This is an optimization exercise on Yosys and OpenROAD, whose aim is small area and a short achievable clock period, not a production implementation.
RTL that was checked went through simulation tests only; none was proved equivalent to the original.
No functional check of the RTL was part of run 4.
No activity file was given, so power comes from the tool's default toggle rates.

[design.v]
module hybrid_pwm_sd_2ndorder #(parameter signalwidth=16)
(
	input clk,
	input reset_n,
	input [signalwidth-1:0] d,
	output q
);
reg [4:0]  pc;        
reg        q_r;       
reg [22:0] w;         
reg [17:0] p;
reg [17:0] r;
reg        m;         
reg        c16_r;     
reg [15:0] dreg;      
reg [6:0]  th;        
reg [10:0] ep;        
reg        f31, f0, f1, f2, f3, f5, f7, f8;    
wire c16;
carry16 u_c16 (.a(p[15:0]), .b(d), .c(c16));
wire [17:0] b_oth = ({18{f2}} & {2'b0, dreg})
                  | ({18{f3 | f5}} & ({7'b0, ep} ^ {18{f3}}))
                  | ({18{f7}} & {2'b0, r[17:2]})
                  | ({18{f8}} & ~{2'b0, p[17:2]});
wire [7:0] wu;
wire [17:0] b_op = f31 ? ~{1'b0, wu, w[15:7]} : b_oth;
wire cin = f3 | f7 | (f31 & (q_r | ~&w[6:0])) | (f8 & ~|p[1:0]);
wire [17:0] sum;
wire [17:0] sa_p = p ^ b_op;
wire [17:0] sa_g = p & b_op;
wire sa_g1 = sa_g[0] | (sa_p[0] & cin);
wire sa_p1 = sa_p[0] & 1'b0;
wire sa_g2 = sa_g[2] | (sa_p[2] & sa_g[1]);
wire sa_p2 = sa_p[2] & sa_p[1];
wire sa_g3 = sa_g[4] | (sa_p[4] & sa_g[3]);
wire sa_p3 = sa_p[4] & sa_p[3];
wire sa_g4 = sa_g[6] | (sa_p[6] & sa_g[5]);
wire sa_p4 = sa_p[6] & sa_p[5];
wire sa_g5 = sa_g[8] | (sa_p[8] & sa_g[7]);
wire sa_p5 = sa_p[8] & sa_p[7];
wire sa_g6 = sa_g[10] | (sa_p[10] & sa_g[9]);
wire sa_p6 = sa_p[10] & sa_p[9];
wire sa_g7 = sa_g[12] | (sa_p[12] & sa_g[11]);
wire sa_p7 = sa_p[12] & sa_p[11];
wire sa_g8 = sa_g[14] | (sa_p[14] & sa_g[13]);
wire sa_p8 = sa_p[14] & sa_p[13];
wire sa_g9 = sa_g[16] | (sa_p[16] & sa_g[15]);
wire sa_p9 = sa_p[16] & sa_p[15];
wire sa_g10 = sa_g2 | (sa_p2 & sa_g1);
wire sa_p10 = sa_p2 & sa_p1;
wire sa_g11 = sa_g4 | (sa_p4 & sa_g3);
wire sa_p11 = sa_p4 & sa_p3;
wire sa_g12 = sa_g6 | (sa_p6 & sa_g5);
wire sa_p12 = sa_p6 & sa_p5;
wire sa_g13 = sa_g8 | (sa_p8 & sa_g7);
wire sa_p13 = sa_p8 & sa_p7;
wire sa_g14 = sa_g11 | (sa_p11 & sa_g10);
wire sa_p14 = sa_p11 & sa_p10;
wire sa_g15 = sa_g13 | (sa_p13 & sa_g12);
wire sa_p15 = sa_p13 & sa_p12;
wire sa_g16 = sa_g15 | (sa_p15 & sa_g14);
wire sa_p16 = sa_p15 & sa_p14;
wire sa_g17 = sa_g12 | (sa_p12 & sa_g14);
wire sa_p17 = sa_p12 & sa_p14;
wire sa_g18 = sa_g3 | (sa_p3 & sa_g10);
wire sa_p18 = sa_p3 & sa_p10;
wire sa_g19 = sa_g5 | (sa_p5 & sa_g14);
wire sa_p19 = sa_p5 & sa_p14;
wire sa_g20 = sa_g7 | (sa_p7 & sa_g17);
wire sa_p20 = sa_p7 & sa_p17;
wire sa_g21 = sa_g9 | (sa_p9 & sa_g16);
wire sa_p21 = sa_p9 & sa_p16;
wire sa_g22 = sa_g[1] | (sa_p[1] & sa_g1);
wire sa_p22 = sa_p[1] & sa_p1;
wire sa_g23 = sa_g[3] | (sa_p[3] & sa_g10);
wire sa_p23 = sa_p[3] & sa_p10;
wire sa_g24 = sa_g[5] | (sa_p[5] & sa_g18);
wire sa_p24 = sa_p[5] & sa_p18;
wire sa_g25 = sa_g[7] | (sa_p[7] & sa_g14);
wire sa_p25 = sa_p[7] & sa_p14;
wire sa_g26 = sa_g[9] | (sa_p[9] & sa_g19);
wire sa_p26 = sa_p[9] & sa_p19;
wire sa_g27 = sa_g[11] | (sa_p[11] & sa_g17);
wire sa_p27 = sa_p[11] & sa_p17;
wire sa_g28 = sa_g[13] | (sa_p[13] & sa_g20);
wire sa_p28 = sa_p[13] & sa_p20;
wire sa_g29 = sa_g[15] | (sa_p[15] & sa_g16);
wire sa_p29 = sa_p[15] & sa_p16;
wire sa_g30 = sa_g[17] | (sa_p[17] & sa_g21);
wire sa_p30 = sa_p[17] & sa_p21;
assign sum = sa_p ^ {sa_g21, sa_g29, sa_g16, sa_g28, sa_g20, sa_g27, sa_g17, sa_g26, sa_g19, sa_g25, sa_g14, sa_g24, sa_g18, sa_g23, sa_g10, sa_g22, sa_g1, cin};
wire [4:0] pc_next = pc + 5'd1;
wire m_new   = r[17] ^ (r[16] & c16_r);
wire m_eff   = f1 ? m_new : m;
wire q_gen   = th[6] ? m_eff : ({1'b0, pc_next} < th[5:0]);
wire q_last  = sum[17] ? m : (sum[16:11] != 6'd0);
wire q_oth   = f31 ? q_last : f0 ? (th[5:1] != 5'd0) : q_gen;
wire sel_m   = f0 & th[6];
wire q_c1    = sel_m ? (p[17] ^ p[16]) : q_oth;
wire q_c0    = sel_m ? p[17] : q_oth;
wire q_next;
mux2x u_qsel (.s(c16), .a1(q_c1), .a0(q_c0), .y(q_next));
wire [22:0] w_next;
assign wu = {1'b0, w[22:16]} + {7'b0, q_r};
wire [22:0] wb = {{7{~q_r | wu[7]}}, ~wu[6:0], ~w[15:7]};
wire wci = q_r ? (w[6:0] == 7'd0) : 1'b1;
wire [22:0] wa_p = w ^ wb;
wire [22:0] wa_g = w & wb;
wire wa_g1 = wa_g[0] | (wa_p[0] & wci);
wire wa_p1 = wa_p[0] & 1'b0;
wire wa_g2 = wa_g[2] | (wa_p[2] & wa_g[1]);
wire wa_p2 = wa_p[2] & wa_p[1];
wire wa_g3 = wa_g[4] | (wa_p[4] & wa_g[3]);
wire wa_p3 = wa_p[4] & wa_p[3];
wire wa_g4 = wa_g[6] | (wa_p[6] & wa_g[5]);
wire wa_p4 = wa_p[6] & wa_p[5];
wire wa_g5 = wa_g[8] | (wa_p[8] & wa_g[7]);
wire wa_p5 = wa_p[8] & wa_p[7];
wire wa_g6 = wa_g[10] | (wa_p[10] & wa_g[9]);
wire wa_p6 = wa_p[10] & wa_p[9];
wire wa_g7 = wa_g[12] | (wa_p[12] & wa_g[11]);
wire wa_p7 = wa_p[12] & wa_p[11];
wire wa_g8 = wa_g[14] | (wa_p[14] & wa_g[13]);
wire wa_p8 = wa_p[14] & wa_p[13];
wire wa_g9 = wa_g[16] | (wa_p[16] & wa_g[15]);
wire wa_p9 = wa_p[16] & wa_p[15];
wire wa_g10 = wa_g[18] | (wa_p[18] & wa_g[17]);
wire wa_p10 = wa_p[18] & wa_p[17];
wire wa_g11 = wa_g[20] | (wa_p[20] & wa_g[19]);
wire wa_p11 = wa_p[20] & wa_p[19];
wire wa_g12 = wa_g[22] | (wa_p[22] & wa_g[21]);
wire wa_p12 = wa_p[22] & wa_p[21];
wire wa_g13 = wa_g2 | (wa_p2 & wa_g1);
wire wa_p13 = wa_p2 & wa_p1;
wire wa_g14 = wa_g4 | (wa_p4 & wa_g3);
wire wa_p14 = wa_p4 & wa_p3;
wire wa_g15 = wa_g6 | (wa_p6 & wa_g5);
wire wa_p15 = wa_p6 & wa_p5;
wire wa_g16 = wa_g8 | (wa_p8 & wa_g7);
wire wa_p16 = wa_p8 & wa_p7;
wire wa_g17 = wa_g10 | (wa_p10 & wa_g9);
wire wa_p17 = wa_p10 & wa_p9;
wire wa_g18 = wa_g12 | (wa_p12 & wa_g11);
wire wa_p18 = wa_p12 & wa_p11;
wire wa_g19 = wa_g14 | (wa_p14 & wa_g13);
wire wa_p19 = wa_p14 & wa_p13;
wire wa_g20 = wa_g16 | (wa_p16 & wa_g15);
wire wa_p20 = wa_p16 & wa_p15;
wire wa_g21 = wa_g18 | (wa_p18 & wa_g17);
wire wa_p21 = wa_p18 & wa_p17;
wire wa_g22 = wa_g20 | (wa_p20 & wa_g19);
wire wa_p22 = wa_p20 & wa_p19;
wire wa_g23 = wa_g21 | (wa_p21 & wa_g22);
wire wa_p23 = wa_p21 & wa_p22;
wire wa_g24 = wa_g15 | (wa_p15 & wa_g19);
wire wa_p24 = wa_p15 & wa_p19;
wire wa_g25 = wa_g17 | (wa_p17 & wa_g22);
wire wa_p25 = wa_p17 & wa_p22;
wire wa_g26 = wa_g3 | (wa_p3 & wa_g13);
wire wa_p26 = wa_p3 & wa_p13;
wire wa_g27 = wa_g5 | (wa_p5 & wa_g19);
wire wa_p27 = wa_p5 & wa_p19;
wire wa_g28 = wa_g7 | (wa_p7 & wa_g24);
wire wa_p28 = wa_p7 & wa_p24;
wire wa_g29 = wa_g9 | (wa_p9 & wa_g22);
wire wa_p29 = wa_p9 & wa_p22;
wire wa_g30 = wa_g11 | (wa_p11 & wa_g25);
wire wa_p30 = wa_p11 & wa_p25;
wire wa_g31 = wa_g[1] | (wa_p[1] & wa_g1);
wire wa_p31 = wa_p[1] & wa_p1;
wire wa_g32 = wa_g[3] | (wa_p[3] & wa_g13);
wire wa_p32 = wa_p[3] & wa_p13;
wire wa_g33 = wa_g[5] | (wa_p[5] & wa_g26);
wire wa_p33 = wa_p[5] & wa_p26;
wire wa_g34 = wa_g[7] | (wa_p[7] & wa_g19);
wire wa_p34 = wa_p[7] & wa_p19;
wire wa_g35 = wa_g[9] | (wa_p[9] & wa_g27);
wire wa_p35 = wa_p[9] & wa_p27;
wire wa_g36 = wa_g[11] | (wa_p[11] & wa_g24);
wire wa_p36 = wa_p[11] & wa_p24;
wire wa_g37 = wa_g[13] | (wa_p[13] & wa_g28);
wire wa_p37 = wa_p[13] & wa_p28;
wire wa_g38 = wa_g[15] | (wa_p[15] & wa_g22);
wire wa_p38 = wa_p[15] & wa_p22;
wire wa_g39 = wa_g[17] | (wa_p[17] & wa_g29);
wire wa_p39 = wa_p[17] & wa_p29;
wire wa_g40 = wa_g[19] | (wa_p[19] & wa_g25);
wire wa_p40 = wa_p[19] & wa_p25;
wire wa_g41 = wa_g[21] | (wa_p[21] & wa_g30);
wire wa_p41 = wa_p[21] & wa_p30;
assign w_next = wa_p ^ {wa_g41, wa_g30, wa_g40, wa_g25, wa_g39, wa_g29, wa_g38, wa_g22, wa_g37, wa_g28, wa_g36, wa_g24, wa_g35, wa_g27, wa_g34, wa_g19, wa_g33, wa_g26, wa_g32, wa_g13, wa_g31, wa_g1, wci};
always @(posedge clk)
begin
	c16_r <= c16;
	if (f0)
		dreg <= d;
end
always @(posedge clk)
begin
	if (!reset_n) begin
		pc   <= 5'd30;
		q_r  <= 1'b0;
		w    <= 23'h7f0000;
		p    <= 18'h2fffd;
		r    <= 18'h18000;
		m    <= 1'b1;
		th   <= 7'd0;
		ep   <= 11'd0;
		{f31, f0, f1, f2, f3, f5, f7, f8} <= 8'b00000000;
	end else begin
		pc  <= pc_next;
		q_r <= q_next;
		w   <= w_next;
		p   <= r;
		r   <= sum;
		{f31, f0, f1, f2, f3, f5, f7, f8} <= {pc == 5'd30, f31, f0, f1, f2, pc == 5'd4, pc == 5'd6, f7};
		if (f1)
			m <= m_new;
		if (f31)
			th <= sum[17:11];
		if (f3)
			ep <= p[10:0];
	end
end
assign q = q_r;
endmodule
module carry16 (input [15:0] a, input [15:0] b, output c);
wire [15:0] g0 = a & b;
wire [15:0] p0 = a | b;
wire [7:0] g1, p1;
wire [3:0] g2, p2;
wire [1:0] g3, p3;
genvar i;
generate
	for (i = 0; i < 8; i = i + 1) begin : l1
		assign g1[i] = g0[2*i+1] | (p0[2*i+1] & g0[2*i]);
		assign p1[i] = p0[2*i+1] & p0[2*i];
	end
	for (i = 0; i < 4; i = i + 1) begin : l2
		assign g2[i] = g1[2*i+1] | (p1[2*i+1] & g1[2*i]);
		assign p2[i] = p1[2*i+1] & p1[2*i];
	end
	for (i = 0; i < 2; i = i + 1) begin : l3
		assign g3[i] = g2[2*i+1] | (p2[2*i+1] & g2[2*i]);
		assign p3[i] = p2[2*i+1] & p2[2*i];
	end
endgenerate
assign c = g3[1] | (p3[1] & g3[0]);
endmodule
module mux2x (input s, input a1, input a0, output y);
assign y = s ? a1 : a0;
endmodule
[flow/run.sh]
#!/bin/bash
# Standard ORFS layout (standard.sh) with three changes: timing repair is
# asked to leave extra setup margin so that the layout runs well faster than
# the clock, the ports get small buffers, and adders are left to ABC instead
# of being mapped to full/half-adder cells (registers are unchanged).
set -euo pipefail
bash standard.sh SETUP_SLACK_MARGIN=8.0 "BUFFER_PORTS_ARGS=-buffer_cell sky130_fd_sc_hd__buf_2" ADDER_MAP_FILE= finish > flow_make.log 2>&1
[standard.sh]
#!/bin/bash
# synth_recipe.tcl (not shown) runs the flow's synth.tcl, then flattens the netlist and writes it again
# the make line also repeats each setting of config.mk as NAME=value (left out here)
make -C /OpenROAD-flow-scripts/flow DESIGN_CONFIG=/design/flow/config.mk WORK_HOME=/design/flow/orfs CLKGATE_MAP_FILE= SYNTH_SCRIPT=/design/flow/synth_recipe.tcl "${@:-finish}"
[config.mk]
export PLATFORM = sky130hd
export DESIGN_NAME = hybrid_pwm_sd_2ndorder
export DESIGN_NICKNAME = hybrid_pwm_sd_2ndorder
export VERILOG_FILES = /design/flow/design.v
export SDC_FILE = /design/flow/constraint.sdc
export NUM_CORES = 4
export LEC_CHECK = 0
export ABC_AREA = 1
export CAP_MARGIN = 20
export CORE_MARGIN = 2
export CORE_UTILIZATION = 40
export CTS_BUF_LIST = sky130_fd_sc_hd__clkbuf_8
export SLEW_MARGIN = 20
export SYNTH_HIERARCHICAL = 1
export TNS_END_PERCENT = 0
[constraint.sdc]
create_clock -name core_clock -period 11.0 [get_ports {clk}]
set_input_delay 2.2000 -clock core_clock [delete_from_list [all_inputs] [get_ports {clk}]]
set_output_delay 2.2000 -clock core_clock [all_outputs]
set_load 0.01 [all_outputs]
==> results of run 1 <==
modules after synthesis, one instance, submodules excluded:
module | times used | area (um2) | flip-flops and latches
carry16 | 1 | 270 | 0
mux2x | 1 | 15.0 | 0
hybrid_pwm_sd_2ndorder | 1 | 6030 | 109
state kept, by name (all words and copies together), names as in the netlist, 5 cells and up:
name	cells
pc	5
th	7
dreg	16
r	18
w	23
ep	11
p	18
logic make-up after synthesis:
group	synth area share, %
simple gates	39.2
buf+inv	10.8
compound gates	11.6
flops	37.1
xor+xnor	1.37
routing by layer:
metal	up-vias	global-route usage [%]	share of wire, %
li1	3138	-	-
met1	2602	26.7	50
met2	84	31.6	45
met3	14	3.85	3.2
met4	0	4.43	1.2
met5	-	0	0
synthesized netlist by cell type, types with 2 or more instances:
cell,count
and3_1,3
o21ai_1,6
or2_1,3
or2_2,17
a21oi_1,47
inv_2,10
nand2_2,23
edfxtp_1,16
nor2_2,3
nor2_1,109
o2111ai_1,5
clkbuf_1,10
nor4_1,2
nor2_4,2
buf_2,4
xor2_1,6
buf_1,2
nand2_1,301
nand3_2,10
nor3_1,13
a21boi_0,2
o21ai_0,36
a21boi_1,2
nand3_1,58
xnor2_1,2
inv_1,126
nand4_1,12
buf_6,7
a21oi_2,2
a31oi_1,4
dfxtp_1,93
o21ai_2,4
o211ai_1,9
o22ai_1,2
stage by stage:
| step | power (mW) | instances | hold slack, ns | utilization, % |
|---|---|---|---|---|
| floorplan | 1.06 | 969 | 0.390 | - |
| finish | 1.51 | 1215 | 0.429 | 46.6 |
| global placement | 1.19 | 1180 | 0.410 | 42.8 |
| detailed placement | 1.20 | 1180 | 0.403 | 42.8 |
| CTS | 1.46 | 1198 | 0.436 | 44.4 |
| global route | 1.65 | 1215 | 0.444 | 46.6 |
layout make-up:
cell class | instances | area (um2) | area share [%]
Tap cell | 211 | 264 | 3.70
Clock buffer | 9 | 124 | 1.74
Multi-Input combinational cell | 697 | 3420 | 47.9
Inverter | 139 | 551 | 7.71
Sequential cell | 109 | 2360 | 33.1
Timing Repair Buffer | 43 | 337 | 4.72
Clock inverter | 7 | 78.8 | 1.10
how the worst min path moves through the flow:
stage          startpoint   end  slack, ns  cells after the start
2_1_floorplan        r[1]  p[1]       0.39                      2
3_3_place_gp         r[0]  p[0]       0.41                      1
3_5_place_dp         r[1]  p[1]       0.40                      2
4_1_cts              r[1]  p[1]       0.44                      2
5_1_grt              r[0]  p[0]       0.44                      1
6_report             r[0]  p[0]       0.43                      1
power breakdown:
group	switching, mW	total (mW)	internal [mW]
clock	0.151	0.259	0.108
combinational	0.431	0.675	0.244
sequential	0.0880	0.573	0.485
total	0.670	1.51	0.837
repair_timing:
item | in CTS | in global routing
cloned | 0 | 0
buffers inserted | 2 | 17
hold endpoints to repair | 0 | 0
pin swaps | 0 | 15
setup endpoints to repair | 37 | 26
gates resized for setup | 8 | 63
==> summary.txt, run 1 <==
Hold path
The type of the worst min-delay path is flip-flop to flip-flop.

Routing
After detailed routing, the average wire length per cell comes to 12.9 um. The routed wire length is 15.6 mm. The remaining routing DRC violations is 0.

The number of routed nets with antenna violations is 0. The number of DRC markers after the initial detailed-route iteration is 335. The average vias per placed instance is 4.80.

The count of vias placed by the detailed router is ~5800. The number of detailed-route iterations in the first pass is 7.

Critical path
Together, buffers and inverters on the worst path number 1. The startpoint identified for the worst register-to-register timing path is q_r. The worst register-to-register path ends at q_r. The required arrival time at the worst endpoint is 8.80 ns. The arrival time at the worst endpoint is 0.90 ns. The most critical setup path has its startpoint at q_r.

The critical path ends at q. The path type of the worst setup path is flip-flop to output pin. The critical path capture point type is an output pin. The number of cells on the worst reg-to-reg path is 29. The cell with the largest stage delay on the worst path is dfxtp_4.

In this run the number of cells on the critical path is 1. For flop-to-flop paths, the worst setup slack is 8.09 ns. Along the worst path, the maximum fanout reaches 2. STA classifies the critical path startpoint as a flip-flop. Traced cell by cell, the critical path runs through buf_6. In this design, the stage delay of the slowest critical-path cell is roughly 0.38 ns. The kind of cell adding the most delay to the critical path is flip-flops.

Floorplan
The I/O pin count is 19. The die is between 100 and 150 um tall. The floorplan step defined a core boundary enclosing 15300 um2. The initial standard-cell utilization of the core is 41.3%.

The number of rows in the core area is 45. The die boundary width is 130 um. The die area is 16800 um2.

Finish
The most common cell after layout, fill and taps aside is nand2_1. After routing the design area is 7140 um2. In the layout the commonest cells are nand2_1, inv_1, nor2_1. 0 antenna diodes ended up in the layout. The fill cell total of the finished layout is 1614. In the final design database the tool counted 1017 nets.

The area added between synthesis and finish is 12.9%. The share of post-route cells with drive strength above 1 is around 17%.

Logic synthesis
The part of the Yosys area used for sequential elements is 37.1%. Synthesis produced a netlist whose cell count is around 970. The most used flip-flop cell after synthesis is dfxtp_1. After synthesis, the netlist uses 52 different library cells.

In this run, synthesis produced a sequential element count of roughly 110. The biggest area contributor in the post-synthesis netlist is dfxtp_1. After synthesis, the cell types taking the most area are dfxtp_1, nand2_1, edfxtp_1.

The share of synthesized registers carrying an async set or reset is 0%. In this run the biggest area consumer among cell types represents 29.5% of the synthesized area. The number of nets in the synthesized netlist is 987. The cell area that synthesis handed to floorplanning was 6320 um2. For this run, the number of Yosys warnings is 7.

After synthesis, the mean cell area works out to 6.52 um2. Counting flops with a built-in enable in the synthesized netlist gives 16.

Power
In this run the power density over the cells is 211 nW/um2. The maximum ir drop on the vdd rail is roughly 110 uV. In this run the static leakage power is 3.55 nW.

Timing
Setup repair after global routing could not meet its margin everywhere. After layout, the minimum clock period comes to 3.10 ns. The relative slew slack is 72.9%. For the final routed database, the setup TNS stands at 0 ns. The final critical-path setup slack is 7.90 ns. For this run, the top clock speed supported by timing is 323 MHz. The largest clock skew in the final design is 0.0123 ns. The max-slew violation count is 0. The post-route fraction of the period consumed by the critical path is 28.2%. Setup violations remaining at the end of the flow were counted as 0. The worst-margin pin slew is 0.405 ns.

The final hold violation count came to 0.

Clock network
The clock reaches the later pin of the worst-skew pair after 0.40 ns. The cell sitting at the root of the clock tree is a clkbuf_8. The clock tree from TritonCTS is yes. CTS saw around 110 sinks. Clock-pin slew was measured on the worst setup and hold paths at 0.11 ns. The clock passes through at most 2 buffers. The number of clock buffers inserted by TritonCTS is 9. For this design, the CTS-stage hold fixing added 0 buffers. The number of H-tree levels is 3.

Flow run
The tool flagged a number of max-cap violations equal to 0.

Run status
The run finished with no timing, DRC or antenna violations.

Global routing
The initial antenna violation count was 0. The first global-routing pass estimated 25.7 mm of wire. For this run the aggregate overflow at the end of global routing stands at 0. Global routing consumed, over all layers together, between 10% and 20% of the routing resources. The via count of the first global-routing pass is 5301.

The largest net degree at the start of global routing is 53.

Placed design
After detailed placement, the total cell area comes to about 6600 um2. The half-perimeter wire length of the detailed placement result is 11.1 mm. At the end of routability-driven placement, the weighted congestion stood at 0.821. OpenSTA, run right after detailed placement, puts the worst setup slack at 7.08 ns. In this run the tool buffered the top-level ports with 18 buffer cells.
==> run 2, diff against run 1 <==
--- a/design.v
+++ b/design.v
@@ -9,2 +9,3 @@
 reg        q_r;       
+reg        q_o;       
 reg [22:0] w;         
@@ -202,2 +203,3 @@
 		q_r  <= 1'b0;
+		q_o  <= 1'b1;
 		w    <= 23'h7f0000;
@@ -212,2 +214,3 @@
 		q_r <= q_next;
+		q_o <= q_next;
 		w   <= w_next;
@@ -224,3 +227,3 @@
 end
-assign q = q_r;
+assign q = q_o;
 endmodule
--- a/config.mk
+++ b/config.mk
@@ -14,2 +14 @@
 export SYNTH_HIERARCHICAL = 1
-export TNS_END_PERCENT = 0
==> run 2 against run 1 <==
Power is 0.81% lower. Cell area is 1.1% higher. Synthesized area is 0.44% lower. Fmax grew 2.1%. Flip-flop and latch count rose by 1. Utilization is 0.51 points higher. Critical path type unchanged. Critical endpoint unchanged.
==> summary.txt, run 2 <==
Critical path
The end of the worst register-to-register path is q_o. The minimum setup slack among reg-to-reg paths came to 8.13 ns (+0.04 ns). STA classifies the critical path startpoint as a flip-flop.

The number of cells on the worst reg-to-reg path is 22 (-24%). For this design, the slowest cell found on the critical path is dfxtp_1. The maximum fanout along the worst path is 1 (-1).

The path type of the worst setup path is flip-flop to output pin. The kind of cell adding the most delay to the critical path is flip-flops. The arrival time at the worst endpoint is 0.83 ns (-0.07 ns). The delay of the slowest cell on the worst path is 0.32 ns (-0.06 ns). The worst setup path is captured at an output pin. The critical path goes through buf_2. The number of buffers and inverters on the critical path was 1 (unchanged). The worst register-to-register path begins at q_r. The required arrival time at the worst endpoint came to 8.80 ns (about the same).

Power
The internal power component is 0.824 mW (-1.6%). The leakage component of the power is 3.61 nW (+1.6%). The switching fraction of total power is 44.9% (+0.43 points). The proportion of power drawn by the clock network was 15.1% (-2.1 points). The power density of the placed cells is 207 nW/um2 (-1.9%).

The maximum ir drop on the vdd rail was 76.9 uV (-29%). The register share of total power is 38.5% (+0.5 points). The switching power total is 0.671 mW (+0.15%).

The total power consumption of the routed design is 1.49 mW (-0.81%). The combinational fraction of design power is 46.3% (+1.5 points).

Routing
The remaining routing DRC violations is 0 (unchanged). The number of routed nets with antenna violations came to 0 (unchanged). The number of detailed-route iterations in the first pass came to 5 (-2).

The per-cell routed wire length is 13.2 um (+2.4%). The count of vias placed by the detailed router is 5886 (+0.82%). The routed wire length was 16.1 mm (+3.0%). The average vias per placed instance is 4.82 (+0.24%). The number of DRC markers after the initial detailed-route iteration is 356 (+6.3%).

Placed design
The routability congestion estimate came to 0.819 (-0.16%). The worst slack at placement came to 7.03 ns (-0.0499 ns). The half-perimeter wire length of the detailed placement result is 11.0 mm (-0.80%).

The cell area after placement came to 6540 um2 (-0.32%). The placed cell count is 1181 (+0.085%). The quantity of I/O buffers inserted on ports is 18 (unchanged).

Timing
The final critical-path setup slack is 7.97 ns (+0.0630 ns). The final hold violation count is 0 (unchanged). Setup repair after global routing could not meet its margin everywhere. The sum of negative setup slack is 0 ns (unchanged).

The relative slew slack is 74.6% (+1.6 points). The final critical delay including setup and external delays is 3.03 ns (-0.0630 ns). The max-slew violation count is 0 (unchanged). The post-route fraction of the period consumed by the critical path is 27.6% (-0.57 points).

The final-layout worst hold slack is 0.419 ns (-0.00933 ns). The count of endpoints failing setup in the final report is 0 (unchanged). The largest clock skew in the final design was 0.0183 ns (+0.00604 ns). The highest clock frequency the design can meet is 330 MHz (+2.1%). The worst-margin pin slew was 0.381 ns (-0.0245 ns).

Global routing
The routing layer with the top usage in global route is met2. The largest net degree at the start of global routing came to 54 (+1.9%). The first-pass GRT wire length is 24.8 mm (-3.5%). The routing usage on met2 is 30.8% (-0.82 points). The met1 layer usage reported by global route is 25.5% (-1.2 points). The met3 global-route usage came to 2.60% (-1.3 points). The leftover overflow at the end of global routing is 0 (unchanged).

The overall fraction of global-route tracks in use is 18.8% (-0.61 points). The initial antenna violation count is 0 (unchanged). The via count of the first global-routing pass is 5152 (-2.8%).

Hold path
The hold-critical path depth was 1 (unchanged). The worst hold path begins at r[0]. The worst hold endpoint is p[0].

The worst hold path belongs to the class flip-flop to flip-flop.

Finish
The fill cell total of the finished layout is 1615 (+0.062%). The share of post-route cells with drive strength above 1 came to 18.7% (+1.9 points). The core utilization of the finished layout is 47.1% (+0.51 points). Compared with the post-synthesis result, the final layout area differs by 14.7%. The non-filler instance count after layout is 1222 (+0.58%). Counting flops per register, the top entry is w. The largest registers in the layout are w x23, p x18, r x18.

The library cell used most frequently in the layout, excluding fill and tap cells, is nand2_1. The final standard cell area without fillers is 7220 um2 (+1.1%). The antenna cell count is 0 (unchanged).

The total area of sequential cells came to 2390 um2 (+1.2%). The number of flip-flops in the largest register was 23 (unchanged). The multi-input logic area is 3470 um2 (+1.4%).

The final net count is 1024 (+0.69%). The top cell types in the final layout, fill and taps aside, are nand2_1, inv_1, nor2_1.

Floorplan
The die area came to 16700 um2 (-0.42%). The number of rows in the core area is 45 (unchanged). The die boundary width is 129 um (-0.21%).

The initial standard-cell utilization of the core is 41.1% (-0.18 points). The core region area is 15300 um2 (unchanged). The die height is 129 um (-0.21%).

The I/O pin count is 19 (unchanged).

Clock network
The number of H-tree levels is 3 (unchanged). The clock-pin slew of the registers on the worst-case setup and hold paths is 0.11 ns (about the same). The clock sink count is 110 (+0.92%).

The maximum count of clock buffers along a single path was 2 (unchanged). TritonCTS built the clock tree. The insertion delay to the later sink of the worst-skew pair is 0.40 ns (about the same). The number of clock buffers inserted by TritonCTS came to 9 (unchanged). Clock tree synthesis selected as its root buffer the cell clkbuf_8.

Logic synthesis
The most numerous cell in the Yosys netlist is nand2_1. The most used flip-flop cell after synthesis is dfxtp_1. The count of warnings emitted by yosys is 7 (unchanged). The mean cell area of the mapped netlist is 6.47 um2 (-0.74%). The fraction of post-synthesis cell area in the top cell type by area is 29.9% (+0.45 points). The number of enable-type register cells in the synthesized netlist is 16 (unchanged). The combined area of all synthesized cells was 6290 um2 (-0.44%). By count the netlist is led by nand2_1, inv_1, nor2_1. The share of synthesized registers carrying an async set or reset was 0% (unchanged). The count of distinct cell types in the synthesized netlist is 49 (-5.8%).

The cell type with the highest aggregate area in the netlist is dfxtp_1. The post-synth net total is 990 (+0.30%). By area the synthesized netlist is led by dfxtp_1, nand2_1, edfxtp_1. The part of the Yosys area used for sequential elements is 37.5% (+0.48 points).

The cell count after synthesis is 972 (+0.31%). The post-synthesis register bit count is 110 (+0.92%).

Run status
The flow ran to the end and the layout has no timing, DRC or antenna violations.

Flow run
The number of max-cap violations is 0 (unchanged).
==> run 2: final cells by class <==
| class | count | share of cell area, % |
|---|---|---|
| clock buffers | 10 | 1.91 |
| clock inverters | 6 | 0.347 |
| inverters | 139 | 7.63 |
| multi-input cells | 699 | 48.1 |
| flip-flops and latches | 110 | 33.2 |
| well taps | 211 | 3.66 |
| repair buffers | 46 | 5.12 |
| repair inverters | 1 | 0.121 |
==> run 2: kinds of logic after synthesis <==
| group | count (synthesis) | synth area share (%) |
|---|---|---|
| AND/OR/NAND/NOR | 565 | 39.1 |
| buffers and inverters | 163 | 10.5 |
| AO/OA/AOI/OAI | 126 | 11.7 |
| flip-flops | 110 | 37.5 |
| XOR/XNOR | 8 | 1.23 |
==> run 2: power groups by stage <==
stage	clock [mW]	combinational, mW	sequential, mW
floorplan	0	0.506	0.551
global placement	0	0.612	0.579
detailed placement	0	0.617	0.580
CTS	0.229	0.626	0.571
global route	0.243	0.797	0.588
finish	0.226	0.693	0.576
==> run 2: worst register-to-register path: stages (launching register included) <==
cell and delay, ns:
dfxtp_4 0.41, nand2_4 0.08, nor2_4 0.18, nand4_4 0.15, inv_4 0.11, nand3_2 0.14
nand2_2 0.15, o21ai_1 0.09, or2_1 0.27, nand2_1 0.09, inv_1 0.07, nand3_1 0.10
nand2_2 0.09, nor3_2 0.21, nand4_1 0.11, nand2_1 0.07, nand2_1 0.04, nand2_1 0.09
nand2_1 0.07, nand2_2 0.07, nand2_2 0.07, nand2_2 0.06, nand2_1 0.05
==> run 2: timing repair <==
action,4_1_cts,5_1_grt
pin swaps,0,32
hold buffers,0,0
cloned,0,2
buffers inserted,3,20
gates resized for setup,23,72
endpoints found under the setup margin,48,3
==> run 2: metal layers <==
metal | share of wire [%] | up-vias | wire length [um]
li1 | - | 3147 | -
met1 | 50 | 2644 | 8050
met2 | 46 | 82 | 7370
met3 | 3.0 | 13 | 488
met4 | 1.2 | 0 | 200
met5 | 0 | - | 0
==> run 2: per-module statistics from Yosys (local to each module, per instance) <==
module | area, um2 | flip-flops and latches | cells | copies in the design
hybrid_pwm_sd_2ndorder | 6010 | 110 | 907 | 1
mux2x | 15.0 | 0 | 4 | 1
carry16 | 270 | 0 | 61 | 1
==> run 2: worst max path at each step <==
stage / endpoint / slack (ns) / cells past startpoint / startpoint
after floorplan: q_o / 7.95 / 11 / d[5]
after global placement: m / 7.05 / 5 / reset_n
after detailed placement: m / 7.03 / 5 / reset_n
after CTS: q / 7.95 / 1 / q_o
after global routing: q_o / 7.91 / 27 / q_r
final: q / 7.97 / 1 / q_o
==> run 3, diff against run 2 <==
--- a/flow/run.sh
+++ b/flow/run.sh
@@ -6,2 +6,2 @@
 set -euo pipefail
-bash standard.sh SETUP_SLACK_MARGIN=8.0 "BUFFER_PORTS_ARGS=-buffer_cell sky130_fd_sc_hd__buf_2" ADDER_MAP_FILE= finish > flow_make.log 2>&1
+bash standard.sh SETUP_SLACK_MARGIN=8.2 "BUFFER_PORTS_ARGS=-buffer_cell sky130_fd_sc_hd__buf_2" ADDER_MAP_FILE= finish > flow_make.log 2>&1
==> run 3 against run 2 <==
Worst hold slack gained 0.0061 ns. Cell count decreased by 1.4%. Sequential share of layout area rose by 0.76 points. Power is 1.8% lower. Wire length shrank 2.1%. Still clean. Largest cell class unchanged. Critical path type unchanged. Synthesized area unchanged. Highest routed layer unchanged.
==> summary.txt, run 3 <==
Hold path
The hold path startpoint is r[1]. The tightest min-delay check is of the flip-flop to flip-flop type.

Critical path
The signal on the critical path passes through buf_6. The required arrival time at the worst endpoint is 8.80 ns (about the same). The origin of the critical flop-to-flop path is f3. The start point of the critical path is q_o. The worst setup path is launched from a flip-flop. The maximum fanout along the worst path is 1 (unchanged).

The critical path capture point type is an output pin. The setup path with the least slack is of type flip-flop to output pin. Broken down by cell family, the worst path's largest delay share belongs to flip-flops. The delay of the slowest cell on the worst path is 0.33 ns (about the same). The number of buffers and inverters on the critical path is 1 (unchanged). The arrival time at the worst endpoint was 0.83 ns (about the same). For this design, the slowest cell found on the critical path is dfxtp_2.

Finish
The most common cell after layout, fill and taps aside is nand2_1. The final net count is 1007 (-1.7%). In the final layout, the registers with the most flip-flops are w x23, p x18, r x18. The multi-input logic area is 3430 um2 (-1.0%). The number of flip-flops in the largest register is 23 (unchanged). The fill cell total of the finished layout is 1605 (-0.62%).

The top cell types in the final layout, fill and taps aside, are nand2_1, inv_1, nor2_1. The register with the highest flop count is w. The share of post-route cells with drive strength above 1 is 15.5% (-3.2 points). The total area of sequential cells was 2390 um2 (unchanged). The area added between synthesis and finish is 12.1%. The antenna cell count is 0 (unchanged). The final standard cell area without fillers was 7050 um2 (-2.2%).

Power
The switching power total is 0.648 mW (-3.5%). The combinational fraction of design power is 45.5% (-0.8 points). The leakage component of the power is 3.52 nW (-2.6%). The switching fraction of total power came to 44.1% (-0.77 points).

The proportion of power drawn by the clock network was 15.3% (+0.2 points). The power density of the placed cells is 208 nW/um2 (+0.40%). The maximum ir drop on the vdd rail was 77.7 uV (+1.0%). The internal power component is 0.820 mW (-0.47%). The register share of total power is 39.2% (+0.7 points).

Routing
The per-cell routed wire length is 13.1 um (-0.74%). The number of routed nets with antenna violations came to 0 (unchanged). The remaining routing DRC violations is 0 (unchanged). The average vias per placed instance is 4.79 (-0.52%). The routed wire length is 15.8 mm (-2.1%). The number of DRC markers after the initial detailed-route iteration is 484 (+36%). The number of detailed-route iterations in the first pass was 5 (unchanged). The count of vias placed by the detailed router is 5774 (-1.9%).

Floorplan
The die boundary width is 129 um (unchanged). The die height is 129 um (unchanged). The initial standard-cell utilization of the core came to 41.1% (unchanged). The core region area is 15300 um2 (unchanged). The I/O pin count was 19 (unchanged).

The number of rows in the core area came to 45 (unchanged). The die area was 16700 um2 (unchanged).

Logic synthesis
The cell count after synthesis is 972 (unchanged). The mean cell area of the mapped netlist is 6.47 um2 (unchanged). The combined area of all synthesized cells was 6290 um2 (unchanged).

The count of distinct cell types in the synthesized netlist came to 49 (unchanged). The count of warnings emitted by yosys is 7 (unchanged). The post-synthesis register bit count is 110 (unchanged). The fraction of post-synthesis cell area in the top cell type by area was 29.9% (unchanged). Yosys attributes the largest share of cell area to dfxtp_1, nand2_1, edfxtp_1. The number of enable-type register cells in the synthesized netlist is 16 (unchanged). The share of synthesized registers carrying an async set or reset was 0% (unchanged). In the synthesized netlist the dominant register cell turns out to be dfxtp_1. Counting instances in the post-synthesis netlist gives the leading cell types as nand2_1, inv_1, nor2_1.

The cell type with the highest aggregate area in the netlist is dfxtp_1. The most numerous cell in the Yosys netlist is nand2_1. The part of the Yosys area used for sequential elements is 37.5% (unchanged).

The post-synth net total is 990 (unchanged).

Global routing
The first-pass GRT wire length came to 24.9 mm (+0.59%). The overall fraction of global-route tracks in use is 18.9% (+0.11 points). The leftover overflow at the end of global routing is 0 (unchanged). The largest net degree at the start of global routing was 54 (unchanged).

After global routing, the most crowded layer is met2. The routing usage on met2 came to 30.2% (-0.62 points). The via count of the first global-routing pass came to 5082 (-1.4%).

The initial antenna violation count is 0 (unchanged). The met1 layer usage reported by global route was 26.3% (+0.83 points). The met3 global-route usage is 3.18% (+0.58 points).

Timing
The count of endpoints failing setup in the final report is 0 (unchanged). The final critical delay including setup and external delays is 3.03 ns (-0.00367 ns). The final critical-path setup slack is 7.97 ns (+0.00367 ns). The relative slew slack is 72.8% (-1.8 points). The sum of negative setup slack came to 0 ns (unchanged).

The largest clock skew in the final design came to 0.0109 ns (-0.00741 ns). The worst-margin pin slew is 0.408 ns (+0.0267 ns). The post-route fraction of the period consumed by the critical path is 27.5% (-0.033 points). The highest clock frequency the design can meet was 330 MHz (+0.12%).

The final hold violation count is 0 (unchanged). Setup repair after global routing could not meet its margin everywhere. The max-slew violation count was 0 (unchanged).

Clock network
The clock-pin slew of the registers on the worst-case setup and hold paths came to 0.09 ns (-0.02 ns). TritonCTS built the clock tree. The clock sink count was 110 (unchanged). The cell at the root of the clock tree is clkbuf_8. The number of clock buffers inserted by TritonCTS is 9 (unchanged). The insertion delay to the later sink of the worst-skew pair is 0.39 ns (about the same). The number of H-tree levels is 3 (unchanged). The maximum count of clock buffers along a single path was 2 (unchanged).

Placed design
The quantity of I/O buffers inserted on ports is 18 (unchanged). The half-perimeter wire length of the detailed placement result was 11.2 mm (+1.7%). The cell area after placement is 6580 um2 (+0.57%).

The worst slack at placement is 7.46 ns (+0.431 ns). The routability congestion estimate came to 0.846 (+3.2%).

Run status
The run finished with no timing, DRC or antenna violations.

Flow run
The number of max-cap violations came to 0 (unchanged).
run 3: logic make-up after synthesis:
group	Yosys count	synth area share (%)
XOR/XNOR	8	1.23
buffers and inverters	163	10.5
AO/OA/AOI/OAI	126	11.7
AND/OR/NAND/NOR	565	39.1
flip-flops	110	37.5
run 3: worst register-to-register path, cell delays in order (launching register included):
cell and delay [ns]:
dfxtp_4 0.38, buf_4 0.18, nor2_4 0.18, o2111ai_1 0.20
o21ai_2 0.12, inv_2 0.05, nand2_2 0.08, nand2_1 0.07
nand2_2 0.08, inv_2 0.03, nand2_1 0.05, nand2_1 0.08
a21oi_4 0.17, nand2_4 0.08, nand3_2 0.06, nand2_1 0.05
nand2_1 0.07, nand2_2 0.09, o21ai_2 0.11, inv_1 0.05
nand2_1 0.06, nand2_1 0.04, nand2_1 0.08, nand2_1 0.05
nand2_1 0.07, nand2_2 0.07, nand2_2 0.06, nand2_1 0.05
run 3: timing repair:
item                       in CTS  in global routing
resized for setup              18                 50
gates cloned                    0                  2
hold buffers                    0                  0
setup endpoints to repair      54                 11
pin swaps                       2                 12
setup buffers                   0                  7
run 3: Yosys stat by module (local to each module, per instance):
module / flops+latches / cell area [um2]
mux2x: 0 / 15.0
hybrid_pwm_sd_2ndorder: 110 / 6010
carry16: 0 / 270
run 3: power by group through the flow:
stage | sequential, mW | combinational [mW] | clock (mW)
detailed placement | 0.581 | 0.622 | 0
finish | 0.575 | 0.668 | 0.224
global route | 0.587 | 0.770 | 0.248
global placement | 0.582 | 0.619 | 0
floorplan | 0.552 | 0.514 | 0
CTS | 0.572 | 0.629 | 0.232
run 3: final timing paths:
check | to | slack [ns] | depth (start not counted)
worst min-delay path | p[1] | 0.43 | 2
worst max-delay path | q | 7.97 | 1
worst min register to register | p[1] | 0.43 | 2
worst max register to register | q_o | 8.24 | 27
run 3: final cells by class:
cell class	count	area share [%]
multi-input combinational	699	48.7
clock buffer	11	2.15
clock inverter	5	0.284
tap	211	3.74
sequential	110	33.9
inverter	139	7.68
timing repair buffer	30	3.58
run 3: metal layers:
metal / wire (um) / part of all wire (%)
met1: 8210 / 52
met2: 6890 / 44
met3: 454 / 2.9
met4: 221 / 1.4
met5: 0 / 0
run 3: per-stage QoR:
stage	power, mW	std cells	utilization (%)	hold WS (ns)
finish	1.47	1205	46.1	0.425
detailed placement	1.20	1180	42.9	0.410
global placement	1.20	1180	42.9	0.411
floorplan	1.07	972	-	0.390
CTS	1.43	1196	44.4	0.433
global route	1.61	1205	46.1	0.456
==> run 4, diff against run 3 <==
--- a/design.v
+++ b/design.v
@@ -202,4 +202,3 @@
 		pc   <= 5'd30;
-		q_r  <= 1'b0;
-		q_o  <= 1'b1;
+		q_o  <= 1'b0;
 		w    <= 23'h7f0000;
@@ -213,3 +212,2 @@
 		pc  <= pc_next;
-		q_r <= q_next;
 		q_o <= q_next;
@@ -227,2 +225,7 @@
 end
+always @(posedge clk, negedge reset_n)
+	if (!reset_n)
+		q_r <= 1'b0;
+	else
+		q_r <= q_next;
 assign q = q_o;
==> run 4 against run 3 <==
Still clean. Cell count grew 1.7%. Wire length up 2.1%. Cell area increased by 1.9%. Sequential power barely moved. Combinational power is 9.6% higher. Count of clock-buffer cells in the layout down 2. Power increased by 4.2%. Utilization up 1.1 points.
==> summary.txt, run 4 <==
Clock network
The clock tree from TritonCTS is yes. The cell at the root of the clock tree is clkbuf_8. The maximum count of clock buffers along a single path is 2 (unchanged). The post-cts hold buffer count was 0 (unchanged).

The insertion delay to the later sink of the worst-skew pair came to 0.40 ns (about the same). The clock sink count is 110 (unchanged). The number of H-tree levels came to 3 (unchanged). The clock-pin slew of the registers on the worst-case setup and hold paths is 0.10 ns (about the same). The number of clock buffers inserted by TritonCTS came to 9 (unchanged).

Floorplan
The die height was 129 um (about the same). The core region area is 15300 um2 (-0.37%). The I/O pin count is 19 (unchanged). The die boundary width was 129 um (about the same). The number of rows in the core area came to 45 (unchanged). The die area is 16700 um2 (-0.13%). The initial standard-cell utilization of the core is 41.2% (+0.094 points).

Global routing
The via count of the first global-routing pass is 5195 (+2.2%). The met1 layer usage reported by global route was 27.5% (+1.2 points). The first-pass GRT wire length is 25.5 mm (+2.3%). The initial antenna violation count is 0 (unchanged). The overall fraction of global-route tracks in use is 19.7% (+0.79 points). The routing usage on met2 was 31.2% (+1.0 points). The leftover overflow at the end of global routing is 0 (unchanged). The largest net degree at the start of global routing was 40 (-26%). The met3 global-route usage came to 3.30% (+0.12 points).

The layer flagged by global routing as most heavily used is met2.

Timing
The highest clock frequency the design can meet came to 332 MHz (+0.54%). The post-route fraction of the period consumed by the critical path is 27.4% (-0.15 points). Setup repair after global routing could not meet its margin everywhere. The final hold violation count is 0 (unchanged).

The largest clock skew in the final design is 0.0209 ns (+0.00998 ns). The relative slew slack is 35.0% (-38 points). The final-layout worst hold slack is 0.419 ns (-0.00605 ns). The sum of negative setup slack is 0 ns (unchanged). The count of endpoints failing setup in the final report came to 0 (unchanged).

The max-slew violation count is 0 (unchanged). The worst-margin pin slew was 0.974 ns (+0.567 ns). The final critical delay including setup and external delays is 3.01 ns (-0.0162 ns).

Hold path
The hold path startpoint is r[0]. The hold-critical path depth is 1 (-1). The type of the worst min-delay path is flip-flop to flip-flop.

For hold timing, the worst endpoint is p[0].

Finish
The most common cell after layout, fill and taps aside is nand2_1. In the layout the commonest cells are nand2_1, inv_1, nor2_1. The area added between synthesis and finish is 14.4%. The share of post-route cells with drive strength above 1 is 16.7% (+1.2 points).

The largest registers in the layout are w x23, p x18, r x18. The final net count is 1027 (+2.0%). The number of flip-flops in the largest register came to 23 (unchanged). The final standard cell area without fillers is 7190 um2 (+1.9%). The non-filler instance count after layout is 1225 (+1.7%). The register with the highest flop count is w. The antenna cell count is 0 (unchanged).

Logic synthesis
The number of enable-type register cells in the synthesized netlist came to 16 (unchanged). The most used flip-flop cell after synthesis is dfxtp_1. The fraction of post-synthesis cell area in the top cell type by area came to 29.6% (-0.28 points).

The count of warnings emitted by yosys is 7 (unchanged). The share of synthesized registers carrying an async set or reset is 0.909% (+0.91 points). The biggest area contributor in the post-synthesis netlist is dfxtp_1. In the post-synthesis netlist, the cell with the most instances is nand2_1. Ranked by total cell area, the synthesized netlist is headed by dfxtp_1, nand2_1, inv_1. The count of distinct cell types in the synthesized netlist is 50 (+2.0%). The mean cell area of the mapped netlist is 6.46 um2 (-0.24%). The cell count after synthesis came to 973 (+0.10%). The commonest cells after synthesis are nand2_1, inv_1, nor2_1. The combined area of all synthesized cells is 6280 um2 (-0.14%). The post-synth net total was 991 (+0.10%). The post-synthesis register bit count is 110 (unchanged). The part of the Yosys area used for sequential elements was 37.7% (+0.13 points).

Placed design
The routability congestion estimate is 0.835 (-1.3%). The placed cell count is 1183 (+0.25%). The half-perimeter wire length of the detailed placement result is 11.0 mm (-1.9%). The cell area after placement is 6540 um2 (-0.53%). The quantity of I/O buffers inserted on ports is 18 (unchanged).

Routing
The average vias per placed instance is 4.81 (+0.46%). The remaining routing DRC violations is 0 (unchanged). The number of DRC markers after the initial detailed-route iteration was 437 (-9.7%).

The routed wire length is 16.1 mm (+2.1%). The per-cell routed wire length was 13.1 um (+0.41%). The number of routed nets with antenna violations was 0 (unchanged).

The number of detailed-route iterations in the first pass is 5 (unchanged). The count of vias placed by the detailed router is 5897 (+2.1%).

Critical path
The slowest stage of the critical path belongs to the cell dfxtp_1. The minimum setup slack among reg-to-reg paths was 8.09 ns (-0.15 ns). The startpoint type of the worst setup path is a flip-flop. In this run the critical register-to-register path is captured at q_o. The required arrival time at the worst endpoint was 8.80 ns (about the same). The number of cells on the worst reg-to-reg path is 28 (+3.7%). STA classifies the critical path endpoint as an output pin. Broken down by cell family, the worst path's largest delay share belongs to flip-flops. The arrival time at the worst endpoint was 0.81 ns (-0.02 ns).

Walking the worst path, the cells encountered are buf_2. By startpoint and endpoint, the worst setup path is classified as flip-flop to output pin. The worst register-to-register path begins at f3. The delay of the slowest cell on the worst path is 0.30 ns (-0.03 ns). The maximum fanout along the worst path was 1 (unchanged). The number of buffers and inverters on the critical path is 1 (unchanged).

Flow run
The number of max-cap violations was 0 (unchanged).

Power
The power density of the placed cells is 213 nW/um2 (+2.3%). The leakage component of the power was 3.65 nW (+3.8%). The maximum ir drop on the vdd rail is 81.8 uV (+5.3%).

Run status
The run finished with no timing, DRC or antenna violations.
run 4: changes by cell type after synthesis, moves of 6 or more:
cell,previous run,this run
inv_1,122,130
inv_2,15,3
nand2_1,312,328
nand2_2,15,9
nand3_1,61,52
nor2_2,3,9
o21ai_0,35,41
xor2_1,4,10
run 4: Yosys stat by module, one instance, submodules excluded:
module,cells inside,flip-flops and latches,copies in the design,area (um2)
carry16,61,0,1,270
hybrid_pwm_sd_2ndorder,908,110,1,6000
mux2x,4,0,1,15.0
run 4: logic make-up (layout without fill, tap and decap cells):
family,after synthesis,count (layout),synth area share (%)
flip-flops,110,110,37.7
AO/OA/AOI/OAI,117,117,10.6
AND/OR/NAND/NOR,575,575,39.4
buffers and inverters,157,198,10.1
XOR/XNOR,14,14,2.25
run 4: cell type report:
type	instances	area, um2
Tap cell	211	264
Timing Repair inverter	1	8.76
Sequential cell	110	2390
Fill cell	1570	8070
Inverter	134	523
Clock inverter	7	35.0
Multi-Input combinational cell	706	3420
Clock buffer	9	124
Timing Repair Buffer	47	427
run 4: worst max-delay path by stage:
stage	startpoint	endpoint	slack [ns]	depth (start not counted)
2_1_floorplan	d[5]	q_o	7.98	11
3_3_place_gp	reset_n	p[8]	7.16	5
3_5_place_dp	reset_n	p[7]	7.15	5
4_1_cts	q_o	q	7.95	1
5_1_grt	f3	q_o	7.87	31
6_report	q_o	q	7.99	1
run 4: per-stage QoR:
step | worst slack (ns) | util (%) | power [mW]
after CTS | 7.95 | 45.2 | 1.49
after detailed placement | 7.15 | 42.9 | 1.25
after global placement | 7.16 | 42.9 | 1.25
after floorplan | 7.98 | - | 1.11
final | 7.99 | 47.1 | 1.53
after global routing | 7.87 | 47.1 | 1.68
run 4: routing by layer:
layer / vias up / wire [um] / part of all wire, %
met3: 21 / 635 / 3.9
met1: 2640 / 8060 / 50
met4: 0 / 325 / 2.0
met5: - / 0 / 0
met2: 97 / 7080 / 44
li1: 3139 / - / -
run 4: timing repair:
| action | CTS | global route |
|---|---|---|
| gates cloned | 3 | 0 |
| resized for setup | 25 | 55 |
| setup buffers | 6 | 17 |
| pin swaps | 1 | 33 |
| endpoints found under the setup margin | 56 | 7 |
run 4: where the power goes:
group / internal (mW) / switching (mW) / total (mW)
combinational: 0.268 / 0.464 / 0.732
sequential: 0.492 / 0.0849 / 0.577
clock: 0.0797 / 0.140 / 0.220
total: 0.840 / 0.689 / 1.53
==> run 5, diff against run 4 <==
--- a/design.v
+++ b/design.v
@@ -202,3 +202,4 @@
 		pc   <= 5'd30;
-		q_o  <= 1'b0;
+		q_r  <= 1'b0;
+		q_o  <= 1'b1;
 		w    <= 23'h7f0000;
@@ -212,2 +213,3 @@
 		pc  <= pc_next;
+		q_r <= q_next;
 		q_o <= q_next;
@@ -225,7 +227,2 @@
 end
-always @(posedge clk, negedge reset_n)
-	if (!reset_n)
-		q_r <= 1'b0;
-	else
-		q_r <= q_next;
 assign q = q_o;
--- a/flow/run.sh
+++ b/flow/run.sh
@@ -6,2 +6,2 @@
 set -euo pipefail
-bash standard.sh SETUP_SLACK_MARGIN=8.2 "BUFFER_PORTS_ARGS=-buffer_cell sky130_fd_sc_hd__buf_2" ADDER_MAP_FILE= finish > flow_make.log 2>&1
+bash standard.sh SETUP_SLACK_MARGIN=8.2 SETUP_MOVE_SEQUENCE=unbuffer,sizeup,swap "BUFFER_PORTS_ARGS=-buffer_cell sky130_fd_sc_hd__buf_2" ADDER_MAP_FILE= finish > flow_make.log 2>&1
==> run 5 against run 4 <==
Still clean. Worst setup slack got worse by 0.022 ns. Synthesized area up 0.14%. Die area increased by 0.13%. Clock skew decreased by 0.012 ns. Power is 4.6% lower. Critical endpoint unchanged.
==> summary.txt, run 5 <==
Run status
The run finished with no timing, DRC or antenna violations.

Clock network
The post-cts hold buffer count is 0 (unchanged). TritonCTS built the clock tree. The maximum count of clock buffers along a single path is 2 (unchanged).

The number of H-tree levels is 3 (unchanged). The clock-pin slew of the registers on the worst-case setup and hold paths is 0.10 ns (about the same). The number of clock buffers inserted by TritonCTS was 9 (unchanged). The insertion delay to the later sink of the worst-skew pair is 0.39 ns (about the same). The clock sink count is 110 (unchanged). The cell at the root of the clock tree is clkbuf_8.

Global routing
The via count of the first global-routing pass is 5082 (-2.2%). The overall fraction of global-route tracks in use is 18.9% (-0.79 points). The leftover overflow at the end of global routing is 0 (unchanged). The first-pass GRT wire length is 24.9 mm (-2.2%). The largest net degree at the start of global routing is 54 (+35%).

The initial antenna violation count is 0 (unchanged).

Floorplan
The number of rows in the core area is 45 (unchanged). The die area came to 16700 um2 (+0.13%). The die boundary width is 129 um (about the same). The die height is 129 um (about the same).

The initial standard-cell utilization of the core is 41.1% (-0.094 points). The core region area came to 15300 um2 (+0.37%). The I/O pin count came to 19 (unchanged).

Timing
The count of endpoints failing setup in the final report was 0 (unchanged). The worst-margin pin slew was 0.391 ns (-0.583 ns). The relative slew slack is 73.7% (+39 points). The final-layout worst hold slack is 0.427 ns (+0.00755 ns). The max-slew violation count is 0 (unchanged). Setup repair after global routing could not meet its margin everywhere.

The final hold violation count is 0 (unchanged). The highest clock frequency the design can meet is 329 MHz (-0.72%). The final critical delay including setup and external delays is 3.04 ns (+0.0218 ns).

The post-route fraction of the period consumed by the critical path was 27.6% (+0.20 points). The largest clock skew in the final design is 0.00850 ns (-0.0124 ns). The sum of negative setup slack is 0 ns (unchanged).

Logic synthesis
The count of distinct cell types in the synthesized netlist was 49 (-2.0%). In the post-synthesis netlist, the cell with the most instances is nand2_1. The share of synthesized registers carrying an async set or reset is 0% (-0.91 points). The cell count after synthesis was 972 (-0.10%). For this run, the leading register cell type out of synthesis is dfxtp_1. The combined area of all synthesized cells came to 6290 um2 (+0.14%).

The part of the Yosys area used for sequential elements is 37.5% (-0.13 points). By count the netlist is led by nand2_1, inv_1, nor2_1. Summed over all instances, the cell type with the most area after synthesis is dfxtp_1.

The count of warnings emitted by yosys came to 7 (unchanged). The post-synthesis register bit count is 110 (unchanged). The post-synth net total is 990 (-0.10%). The mean cell area of the mapped netlist is 6.47 um2 (+0.24%). The fraction of post-synthesis cell area in the top cell type by area is 29.9% (+0.28 points). The number of enable-type register cells in the synthesized netlist is 16 (unchanged).

In the post-synthesis netlist, the biggest area contributors are dfxtp_1, nand2_1, edfxtp_1.

Finish
The number of flip-flops in the largest register is 23 (unchanged). The most common cell after layout, fill and taps aside is nand2_1. The antenna cell count is 0 (unchanged). The register with the highest flop count is w.

The share of post-route cells with drive strength above 1 is 15.5% (-1.1 points). The non-filler instance count after layout is 1196 (-2.4%). The fill cell total of the finished layout is 1627 (+3.6%). The area added between synthesis and finish is 11.1%. The final net count is 998 (-2.8%).

In the layout the commonest cells are nand2_1, inv_1, nor2_1. The multi-input logic area was 3490 um2 (+2.2%). The total area of sequential cells is 2380 um2 (-0.47%). The largest registers in the layout are w x23, p x18, r x18.

Placed design
The quantity of I/O buffers inserted on ports is 18 (unchanged). The half-perimeter wire length of the detailed placement result is 11.2 mm (+1.9%). The placed cell count was 1180 (-0.25%). The routability congestion estimate is 0.846 (+1.3%).

Critical path
The signal on the critical path passes through buf_6. The worst setup path is launched from a flip-flop. The arrival time at the worst endpoint came to 0.84 ns (+0.03 ns). The path type of the worst setup path is flip-flop to output pin. The number of buffers and inverters on the critical path is 1 (unchanged). The largest individual stage delay along the critical path comes from the cell dfxtp_2.

The delay of the slowest cell on the worst path is 0.33 ns (+0.03 ns). The maximum fanout along the worst path is 1 (unchanged). The required arrival time at the worst endpoint is 8.80 ns (about the same). Among cell families on the critical path, the largest total delay comes from flip-flops.

STA classifies the critical path endpoint as an output pin.

Flow run
The number of max-cap violations is 0 (unchanged).

Routing
The number of routed nets with antenna violations came to 0 (unchanged). The number of DRC markers after the initial detailed-route iteration is 456 (+4.3%). The routed wire length is 15.6 mm (-3.2%). The average vias per placed instance is 4.86 (+0.88%).

The count of vias placed by the detailed router is 5808 (-1.5%). The per-cell routed wire length is 13.0 um (-0.90%). The remaining routing DRC violations is 0 (unchanged).

The number of detailed-route iterations in the first pass is 5 (unchanged).

Power
The total power consumption of the routed design is 1.46 mW (-4.6%). The leakage component of the power came to 3.48 nW (-4.6%). The power density of the placed cells was 209 nW/um2 (-2.0%).

The maximum ir drop on the vdd rail was 76.1 uV (-7.0%).

Hold path
The type of the worst min-delay path is flip-flop to flip-flop.
-- run 5: path summary, 6_finish.rpt --
kind | from | to | slack (ns) | cells past startpoint
setup reg to reg | f3 | q_o | 8.04 | 29
setup / recovery | q_o | q | 7.96 | 1
hold / removal | r[1] | p[1] | 0.43 | 2
hold reg to reg | r[1] | p[1] | 0.43 | 2
-- run 5: cell type report --
| cell class | instances | area share (%) |
|---|---|---|
| Clock inverter | 5 | 0.286 |
| Timing Repair Buffer | 21 | 2.06 |
| Multi-Input combinational cell | 699 | 49.9 |
| Inverter | 139 | 7.75 |
| Clock buffer | 11 | 2.16 |
| Tap cell | 211 | 3.78 |
| Sequential cell | 110 | 34.1 |
-- run 5: power by group --
part           internal (mW)  total [mW]  switching (mW)
Sequential             0.489       0.573          0.0843
Combinational          0.230       0.660           0.430
Clock                 0.0915       0.225           0.134
Total                  0.810        1.46           0.648
-- run 5: logic make-up after synthesis --
| kind of cell | after synthesis | share of synthesized area, % |
|---|---|---|
| xor+xnor | 8 | 1.23 |
| compound gates | 126 | 11.7 |
| buf+inv | 163 | 10.5 |
| simple gates | 565 | 39.1 |
| flops | 110 | 37.5 |
-- run 5: through the flow --
step,setup WS (ns),util [%],cell area [um2]
4_1_cts,7.95,44.4,6800
2_1_floorplan,7.96,-,6380
5_1_grt,7.78,45.7,6990
3_3_place_gp,7.44,42.9,6580
3_5_place_dp,7.46,42.9,6580
6_report,7.96,45.7,6990
-- run 5: per-module statistics from Yosys (local to each module, per instance) --
module                  times used  cells  flops+latches  area, um2
carry16                          1     61              0        270
mux2x                            1      4              0       15.0
hybrid_pwm_sd_2ndorder           1    907            110       6010
-- run 5: layer usage --
| metal | up-vias | global-route usage [%] | share of wire [%] |
|---|---|---|---|
| li1 | 3101 | - | - |
| met1 | 2610 | 26.3 | 51 |
| met2 | 81 | 30.2 | 44 |
| met3 | 16 | 3.18 | 3.3 |
| met4 | 0 | 5.76 | 1.4 |
| met5 | - | 0 | 0 |
-- run 5: timing repair --
item	in CTS	in global routing
hold endpoints to repair	0	0
pin swaps	2	29
setup endpoints to repair	54	11
gates resized for setup	18	56
setup buffers	0	0
==> run 6, diff against run 5 <==
--- a/flow/run.sh
+++ b/flow/run.sh
@@ -6,2 +6,2 @@
 set -euo pipefail
-bash standard.sh SETUP_SLACK_MARGIN=8.2 SETUP_MOVE_SEQUENCE=unbuffer,sizeup,swap "BUFFER_PORTS_ARGS=-buffer_cell sky130_fd_sc_hd__buf_2" ADDER_MAP_FILE= finish > flow_make.log 2>&1
+bash standard.sh SETUP_SLACK_MARGIN=8.2 SKIP_GATE_CLONING=1 "BUFFER_PORTS_ARGS=-buffer_cell sky130_fd_sc_hd__buf_2" ADDER_MAP_FILE= finish > flow_make.log 2>&1
==> run 6 against run 5 <==
Synthesized cell count stayed put. Register-to-register slack better by 0.14 ns. Clock skew is 0.00072 ns higher. Flip-flop and latch count stayed put.
==> summary.txt, run 6 <==
Run status
The run finished with no timing, DRC or antenna violations.

Critical path
The start point of the critical path is q_o. The delay of the slowest cell on the worst path is 0.33 ns (about the same). The cell with the largest stage delay on the worst path is dfxtp_2. The critical path capture point type is an output pin. The arrival time at the worst endpoint is 0.83 ns (about the same). The number of buffers and inverters on the critical path came to 1 (unchanged).

The maximum fanout along the worst path came to 1 (unchanged). STA classifies the critical path startpoint as a flip-flop. The path type of the worst setup path is flip-flop to output pin. In this design, the largest share of critical-path delay is due to flip-flops. The required arrival time at the worst endpoint is 8.80 ns (about the same). The critical path goes through buf_6. The startpoint identified for the worst register-to-register timing path is f2.

Timing
The max-slew violation count is 0 (unchanged). The highest clock frequency the design can meet is 330 MHz (+0.17%). The final hold violation count is 0 (unchanged).

The sum of negative setup slack is 0 ns (unchanged). The largest clock skew in the final design was 0.00922 ns (+0.000723 ns). The count of endpoints failing setup in the final report is 0 (unchanged). The post-route fraction of the period consumed by the critical path is 27.6% (-0.046 points). The relative slew slack is 73.8% (+0.19 points). Setup repair after global routing could not meet its margin everywhere. The final-layout worst hold slack is 0.425 ns (-0.00139 ns). The worst-margin pin slew was 0.388 ns (-0.00285 ns). The final critical delay including setup and external delays is 3.03 ns (-0.00510 ns).

Logic synthesis
dfxtp_1 takes more of the synthesized area than any other cell. The combined area of all synthesized cells is 6290 um2 (unchanged). The cell count after synthesis is 972 (unchanged). The count of distinct cell types in the synthesized netlist is 49 (unchanged). The post-synthesis register bit count is 110 (unchanged). The count of warnings emitted by yosys was 7 (unchanged). The post-synth net total came to 990 (unchanged). After synthesis, the cell types taking the most area are dfxtp_1, nand2_1, edfxtp_1.

The part of the Yosys area used for sequential elements is 37.5% (unchanged). The most used flip-flop cell after synthesis is dfxtp_1. The share of synthesized registers carrying an async set or reset is 0% (unchanged). The fraction of post-synthesis cell area in the top cell type by area is 29.9% (unchanged). The number of enable-type register cells in the synthesized netlist was 16 (unchanged). The mean cell area of the mapped netlist is 6.47 um2 (unchanged). The most numerous cell in the Yosys netlist is nand2_1. By count the netlist is led by nand2_1, inv_1, nor2_1.

Placed design
The quantity of I/O buffers inserted on ports is 18 (unchanged). The half-perimeter wire length of the detailed placement result is 11.2 mm (unchanged). The routability congestion estimate came to 0.846 (unchanged).

Power
The leakage component of the power is 3.52 nW (+0.97%). The power density of the placed cells is 208 nW/um2 (-0.22%). The maximum ir drop on the vdd rail is 77.1 uV (+1.3%).

Finish
The multi-input logic area is 3440 um2 (-1.5%). The area added between synthesis and finish is 12.1%. The register with the highest flop count is w.

The share of post-route cells with drive strength above 1 came to 15.7% (+0.15 points). The total area of sequential cells was 2390 um2 (+0.53%). The library cell used most frequently in the layout, excluding fill and tap cells, is nand2_1. The final net count is 1008 (+1.0%). The number of flip-flops in the largest register is 23 (unchanged). The largest registers in the layout are w x23, p x18, r x18. The fill cell total of the finished layout is 1605 (-1.4%). The antenna cell count is 0 (unchanged). The top cell types in the final layout, fill and taps aside, are nand2_1, inv_1, nor2_1.

Floorplan
The die height is 129 um (unchanged). The number of rows in the core area is 45 (unchanged). The die area is 16700 um2 (unchanged). The initial standard-cell utilization of the core is 41.1% (unchanged). The core region area was 15300 um2 (unchanged). The I/O pin count is 19 (unchanged). The die boundary width is 129 um (unchanged).

Hold path
The hold path startpoint is r[1]. The path class of the tightest hold or removal check is flip-flop to flip-flop.

Flow run
The number of max-cap violations came to 0 (unchanged).

Routing
The average vias per placed instance is 4.82 (-0.85%). The routed wire length is 15.8 mm (+1.7%). The number of routed nets with antenna violations is 0 (unchanged). The remaining routing DRC violations is 0 (unchanged). The per-cell routed wire length came to 13.1 um (+0.88%). The count of vias placed by the detailed router is 5807 (-0.017%). The number of detailed-route iterations in the first pass is 5 (unchanged). The number of DRC markers after the initial detailed-route iteration is 482 (+5.7%).

Clock network
The cell at the root of the clock tree is clkbuf_8. The post-cts hold buffer count is 0 (unchanged). The number of H-tree levels is 3 (unchanged). The insertion delay to the later sink of the worst-skew pair is 0.39 ns (about the same). TritonCTS built the clock tree. The number of clock buffers inserted by TritonCTS came to 9 (unchanged). The clock-pin slew of the registers on the worst-case setup and hold paths is 0.09 ns (about the same). The clock sink count came to 110 (unchanged). The maximum count of clock buffers along a single path is 2 (unchanged).

Global routing
The initial antenna violation count came to 0 (unchanged). The via count of the first global-routing pass came to 5082 (unchanged). The leftover overflow at the end of global routing is 0 (unchanged). The first-pass GRT wire length was 24.9 mm (unchanged). The overall fraction of global-route tracks in use came to 18.9% (unchanged). The largest net degree at the start of global routing is 54 (unchanged).
run 6: cell counts after synthesis:
No cell type changed its count.
run 6: area by class of cell:
type / instances / area share [%]
flip-flops and latches: 110 / 33.9
inverters: 139 / 7.68
repair buffers: 31 / 3.48
multi-input cells: 699 / 48.7
clock inverters: 5 / 0.284
clock buffers: 11 / 2.15
well taps: 211 / 3.74
run 6: logic make-up after synthesis:
logic type	count (synthesis)	synth area share, %
AND/OR/NAND/NOR	565	39.1
buffers and inverters	163	10.5
AO/OA/AOI/OAI	126	11.7
flip-flops	110	37.5
XOR/XNOR	8	1.23
run 6: timing repair:
| item | 4_1_cts | 5_1_grt |
|---|---|---|
| setup buffers | 0 | 10 |
| endpoints found under the setup margin | 54 | 11 |
| pin swaps | 2 | 12 |
| resized for setup | 18 | 51 |
run 6: per-module statistics from Yosys, one instance, submodules excluded:
module                  flip-flops and latches  cell area [um2]  copies in the design
hybrid_pwm_sd_2ndorder                     110             6010                     1
carry16                                      0              270                     1
mux2x                                        0             15.0                     1
run 6: through the flow:
stage / setup slack (ns) / cell area [um2] / util [%] / cells / power, mW
after floorplan: 7.96 / 6380 / - / 972 / 1.07
after global placement: 7.44 / 6580 / 42.9 / 1180 / 1.20
after detailed placement: 7.46 / 6580 / 42.9 / 1180 / 1.20
after CTS: 7.95 / 6800 / 44.4 / 1196 / 1.43
after global routing: 7.93 / 7050 / 46.1 / 1206 / 1.60
final: 7.97 / 7050 / 46.1 / 1206 / 1.47
run 6: routing by layer:
metal,track usage [%],up-vias,part of all wire (%)
met2,30.2,87,44
met5,0,-,0
li1,-,3120,-
met1,26.3,2586,51
met3,3.18,14,3.0
met4,5.76,0,1.4
run 6: power by group:
part / total (mW) / internal [mW] / switching, mW
logic: 0.670 / 0.238 / 0.432
registers: 0.575 / 0.489 / 0.0853
clock network: 0.224 / 0.0915 / 0.132
run 6: worst register-to-register path: cells and delay by family, from the launching register on:
kind / cells / cell delay, ns
and+or+nand+nor: 19 / 1.37
AOI/OAI and AO/OA: 5 / 0.64
DFF: 1 / 0.45
buffers and inverters: 2 / 0.27
run 6: worst paths after layout:
kind                             end  slack, ns  cells after the start
worst max-delay path               q       7.97                      1
worst min-delay path            p[1]       0.43                      2
worst max register to register   q_o       8.18                     26
worst min register to register  p[1]       0.43                      2

## static timing again, ports no longer ideal
No port has a modelled driver above. Below, the same layouts with a new extraction and two added sets of constraints. Step 1: set_driving_cell puts a clkbuf_16 on clk and a buf_2 on each other input, an assumption about the parent block. Step 2, shift: input delay + t, output delay - t, t = (earliest + latest rising clock arrival at the registers) / 2. This alone moves slack from input paths to output paths. a / b / c = ideal / step 1 / step 2; a / b = the first two.
run	t, ns	slack for setup (ns)	worst setup path after step 2	pins driven straight from the clock port
run 1	0.429	7.903 / 7.864 / 7.598	input to register	1
run 2	0.426	7.966 / 7.927 / 7.627	input to register	1
run 3	0.417	7.970 / 7.935 / 7.614	input to register	1
run 4	0.427	7.986 / 7.946 / 7.591	input to register	1
run 5	0.419	7.964 / 7.930 / 7.588	input to register	1
run 6	0.417	7.969 / 7.934 / 7.605	input to register	1
After both steps every run listed still meets setup and hold. For run 4, which loses most, drivers alone change the setup slack by -0.040 ns; drivers and shift together by -0.395 ns.
